From an optimization exercise on the open Yosys and OpenROAD flow, aimed at a short achievable clock period and few clock cycles; shortcuts taken in it are not production practice.
The clock port is modelled as an ideal driver; clocking choices that lean on that would not hold on a real chip.

## rev 12
Design mipsSystem, start of the top module:
module mipsSystem(rst, clk, imem_addr, imem_rdata, dmem_we, dmem_addr, dmem_wdata, dmem_rdata, wb_en, wb_reg, wb_data);
Size in the first run: ~5300 cells after synthesis, ~1400 flip-flops, roughly 200 I/O pins, roughly 73000 um2 of cells after synthesis.
export LEC_CHECK = 0
export CAP_MARGIN = 20
export CORE_MARGIN = 2
export CORE_UTILIZATION = 40
export PLACE_DENSITY = 0.6
export SLEW_MARGIN = 20
create_clock -name core_clock -period 11.0 [get_ports {clk}]
standard.sh (not shown) runs the stock make flow with config.mk's settings and CLKGATE_MAP_FILE= SYNTH_SCRIPT=/design/flow/synth_recipe.tcl, a recipe that flattens the netlist after the stock synthesis.
==> flow/flow/run.sh <==
#!/bin/bash
# Standard ORFS layout with two changes to how it is made (the SDC is unchanged):
#  - no extraction of full/half adder cells in synthesis (ADDER_MAP_FILE empty),
#    so that ABC maps the adders for speed;
#  - timing repair aimed at a setup margin well above the 11 ns clock, so that
#    repair keeps improving paths that already meet it.
set -euo pipefail
MARGIN=${MARGIN:-7.5}
bash standard.sh ADDER_MAP_FILE= SETUP_SLACK_MARGIN=$MARGIN ABC_CLOCK_PERIOD_IN_PS=3000 finish > flow_make.log 2>&1
## Diff of input files: rev 13 against rev 12
==> flow/flow/run.sh <==
#!/bin/bash
# Standard ORFS layout with these changes to how it is made (the SDC is unchanged):
#  - no extraction of full/half adder cells in synthesis (ADDER_MAP_FILE empty),
#    so that ABC maps the adders for speed;
#  - timing repair aimed at a setup margin well above the 11 ns clock, so that
#    repair keeps improving paths that already meet it;
#  - repair may resize cells to other footprints (MATCH_CELL_FOOTPRINT 0).
set -euo pipefail
MARGIN=${MARGIN:-7.5}
bash standard.sh ADDER_MAP_FILE= SETUP_SLACK_MARGIN=$MARGIN MATCH_CELL_FOOTPRINT=0 finish > flow_make.log 2>&1
==> comparison <==
- Between rev 13 and rev 12, the finished layout cell area does not differ in any meaningful way.
- Rev 12 has higher worst hold slack than rev 13.
- Diff rev 12 -> rev 13 | total wirelength of the detailed-routed design | increase of 0.74%
- Taking rev 12 as the reference, in rev 13 data required time of the critical path now sits higher, final design utilization now sits at about the same level.
- Re met3 wire length: rev 13 is 1600 um up on rev 12.
No run of this note included a check of the RTL's function; only the layout flow was run.

* * *

try-lagoon:
Another version of the RTL of mipsSystem (not shown whole).
Size in the first run: about 6,100 cells after synthesis, about 1,800 flip-flops, ~200 I/O pins, about 78,000 sq um of cells after synthesis.
## mipsSystem
module mipsSystem(rst, clk, imem_addr, imem_rdata, dmem_we, dmem_addr, dmem_wdata, dmem_rdata, wb_en, wb_reg, wb_data);
==> flow/config.mk <==
export PLATFORM = sky130hd
export DESIGN_NAME = mipsSystem
export DESIGN_NICKNAME = mipsSystem
export VERILOG_FILES = /design/flow/design.v
export SDC_FILE = /design/flow/constraint.sdc
export NUM_CORES = 8
export LEC_CHECK = 0
export CAP_MARGIN = 20
export CORE_MARGIN = 2
export CORE_UTILIZATION = 40
export PLACE_DENSITY = 0.6
export SLEW_MARGIN = 20
==> flow/constraint.sdc <==
create_clock -name core_clock -period 11.0 [get_ports {clk}]
set_input_delay 2.2000 -clock core_clock [delete_from_list [all_inputs] [get_ports {clk}]]
set_output_delay 2.2000 -clock core_clock [all_outputs]
set_load 0.01 [all_outputs]
==> flow/flow/run.sh <==
#!/bin/bash
# Standard ORFS layout with these changes to how it is made (the SDC is unchanged):
#  - no extraction of full/half adder cells in synthesis (ADDER_MAP_FILE empty),
#    so that ABC maps the adders for speed;
#  - timing repair aimed at a setup margin well above the 11 ns clock, so that
#    repair keeps improving paths that already meet it;
#  - repair may resize cells to other footprints (MATCH_CELL_FOOTPRINT 0).
set -euo pipefail
MARGIN=${MARGIN:-7.5}
bash standard.sh ADDER_MAP_FILE= SETUP_SLACK_MARGIN=$MARGIN MATCH_CELL_FOOTPRINT=0 finish > flow_make.log 2>&1
Inputs modified between try-lagoon and try-tundra:
Settings: CTS_CLUSTER_DIAMETER newly set to 100; CTS_CLUSTER_SIZE newly set to 30.
diff --git a/flow/flow/run.sh b/flow/flow/run.sh
--- a/flow/flow/run.sh
+++ b/flow/flow/run.sh
@@ -3,2 +3,2 @@
-#  - no extraction of full/half adder cells in synthesis (ADDER_MAP_FILE empty),
-#    so that ABC maps the adders for speed;
+#  - synthesis is the standard flow's, but ABC maps with flow/abc.script (a delay-driven
+#    mapping), and no full/half adder cells are extracted (ADDER_MAP_FILE empty);
@@ -10 +10,2 @@
-bash standard.sh ADDER_MAP_FILE= SETUP_SLACK_MARGIN=$MARGIN MATCH_CELL_FOOTPRINT=0 finish > flow_make.log 2>&1
+export MY_ABC_SCRIPT=$PWD/flow/abc.script
+bash standard.sh ADDER_MAP_FILE= SETUP_SLACK_MARGIN=$MARGIN MATCH_CELL_FOOTPRINT=0 SYNTH_SCRIPT=$PWD/flow/synth.tcl finish > flow_make.log 2>&1
==> flow/flow/abc.script (new file) <==
strash
dch -f
map -D 1200
topo
buffer -c
upsize -c
dnsize -c
==> flow/flow/synth.tcl (new file) <==
# The standard flow's synthesis script (synth_recipe.tcl), with ABC's mapping script
# replaced by the one named in MY_ABC_SCRIPT; registers are unchanged.
proc synth {args} { yosys synth -nofsm -noshare {*}$args }
proc abc {args} {
  set i [lsearch -exact $args -script]
  if {$i >= 0 && [info exists ::env(MY_ABC_SCRIPT)]} { lset args [expr {$i + 1}] $::env(MY_ABC_SCRIPT) }
  yosys abc {*}$args
}
source $::env(SCRIPTS_DIR)/synth.tcl
# left out here: clear keep_hierarchy, flatten, clean up, hide names made inside functions, write 1_2_yosys.v
==> comparison <==
Timing, DRC, antenna: 0 failures across try-tundra and try-lagoon. Detailed placement HPWL (try-lagoon / try-tundra): 0.78. On number of distinct library cell variants in the gate-level netlist after synthesis, the lower figure sits with try-lagoon, not try-tundra. The lower wire length on met1 came out of try-lagoon. Worst hold path cell count: try-lagoon vs try-tundra — no meaningful difference. Relative to try-lagoon, the via count of the routed design measured on try-tundra has increased by more than 10%. Global routing met2 resource utilization ended up 2.0 points higher on try-tundra than on try-lagoon.
The inputs of try-indigo differ from those of try-tundra as listed below.
Settings: a change of CTS_CLUSTER_DIAMETER from 100 to 80; a change of CTS_CLUSTER_SIZE from 30 to 25.
diff --git a/flow/flow/run.sh b/flow/flow/run.sh
--- a/flow/flow/run.sh
+++ b/flow/flow/run.sh
@@ -7 +7,3 @@
-#  - repair may resize cells to other footprints (MATCH_CELL_FOOTPRINT 0).
+#  - repair may resize cells to other footprints (MATCH_CELL_FOOTPRINT 0);
+#  - after CTS, flow/post_cts.tcl strengthens the output port buffers and runs
+#    more repair.
@@ -11 +13,2 @@
-bash standard.sh ADDER_MAP_FILE= SETUP_SLACK_MARGIN=$MARGIN MATCH_CELL_FOOTPRINT=0 SYNTH_SCRIPT=$PWD/flow/synth.tcl finish > flow_make.log 2>&1
+bash standard.sh ADDER_MAP_FILE= SETUP_SLACK_MARGIN=$MARGIN MATCH_CELL_FOOTPRINT=0 \
+  SYNTH_SCRIPT=$PWD/flow/synth.tcl POST_CTS_TCL=$PWD/flow/post_cts.tcl finish > flow_make.log 2>&1
==> flow/flow/post_cts.tcl (new file) <==
# Run after ORFS's own CTS-stage repair (POST_CTS_TCL hook). Constraints are
# the design's; the output delays are relaxed only while one repair pass runs,
# and put back before anything is written.
estimate_parasitics -placement

# Each output port's buffer goes next to the register that drives it and is
# made strong, so that the buffer rather than the register drives the wire to
# the pin.
set blk [ord::get_db_block]
foreach bterm [$blk getBTerms] {
  if {[$bterm getIoType] != "OUTPUT"} continue
  set buf ""
  foreach it [[$bterm getNet] getITerms] { if {[$it isOutputSignal]} { set buf [$it getInst] } }
  if {$buf == ""} continue
  set in_net ""
  foreach it [$buf getITerms] { if {[$it isInputSignal]} { set in_net [$it getNet] } }
  if {$in_net == ""} continue
  set ff ""
  foreach it [$in_net getITerms] { if {[$it isOutputSignal]} { set ff [$it getInst] } }
  if {$ff == ""} continue
  set loc [$ff getLocation]
  $buf setLocation [lindex $loc 0] [lindex $loc 1]
  replace_cell [$buf getName] sky130_fd_sc_hd__buf_8
}
detailed_placement
estimate_parasitics -placement

# Repair the register-to-register paths with the output paths out of the way,
# then everything against the real constraints.
set outs [all_outputs]
set_output_delay 0.5 -clock core_clock $outs
repair_timing -setup -setup_margin 7.6 -repair_tns 100
set_output_delay 2.2 -clock core_clock $outs
repair_timing -setup -setup_margin 7.6 -repair_tns 100
detailed_placement
check_placement -verbose
estimate_parasitics -placement
puts "post_cts: worst setup slack [worst_slack -max]"
Results
Both conditions hold for try-indigo: the flow ran to the end and the final layout passed the timing, DRC and antenna checks. A master of the slowest instance on the critical path of dfrtp_2 is what try-tundra shows, while o21ai_0 belongs to try-indigo. Higher largest stage delay on the critical path was reported by try-indigo, not try-tundra. try-tundra -> try-indigo: initial antenna violation count decreased by more than 10%. On count of clock-buffer cells in the layout: between try-tundra and try-indigo, it ends up lower for try-tundra. try-tundra → try-indigo: number of sinks driven by the clock tree stayed essentially flat, met2 track utilization from global routing went up by 0.53 points, sequential share of layout area went down 1.0 points, routed wire length up 0.68%, final cell count rose about 0.5%.
No run of this note included a check of the RTL's function; only the layout flow was run.

## static timing again, ports no longer ideal
The flow's constraints put no driver on any port. The routed layouts listed below were extracted and timed again, unchanged, in two steps.
Step 1 sets driving cells, clkbuf_16 on the clock port and buf_2 on the other inputs (assumed; they add their load-dependent delay and slew).
Step 2 adds t to the input delays and takes it off the output delays; t is the mean of the earliest and latest rising clock arrival at the registers after step 1. Input paths then give back, and output paths get back, about the clock's delay inside the block.
a / b / c = no drivers / after step 1 / after step 2; a / b = the first two.
run | t (ns) | setup slack, ns | worst setup path after step 2 | latest minus earliest clock arrival (ns)
rev 12 | 0.897 | 6.695 / 6.737 / 5.840 | input to register | 0.049 / 0.049
rev 13 | 0.887 | 6.670 / 6.701 / 5.814 | input to register | 0.073 / 0.073
try-lagoon | 0.933 | 7.153 / 7.153 / 6.631 | input to register | 0.076 / 0.076
try-tundra | 0.873 | 7.338 / 7.243 / 6.574 | input to register | 0.078 / 0.078
try-indigo | 0.896 | 7.364 / 7.298 / 6.668 | input to register | 0.060 / 0.060
After both steps setup and hold are still met in every run listed. For rev 13, which loses most, drivers alone change the setup slack by +0.031 ns; drivers and shift together by -0.856 ns.
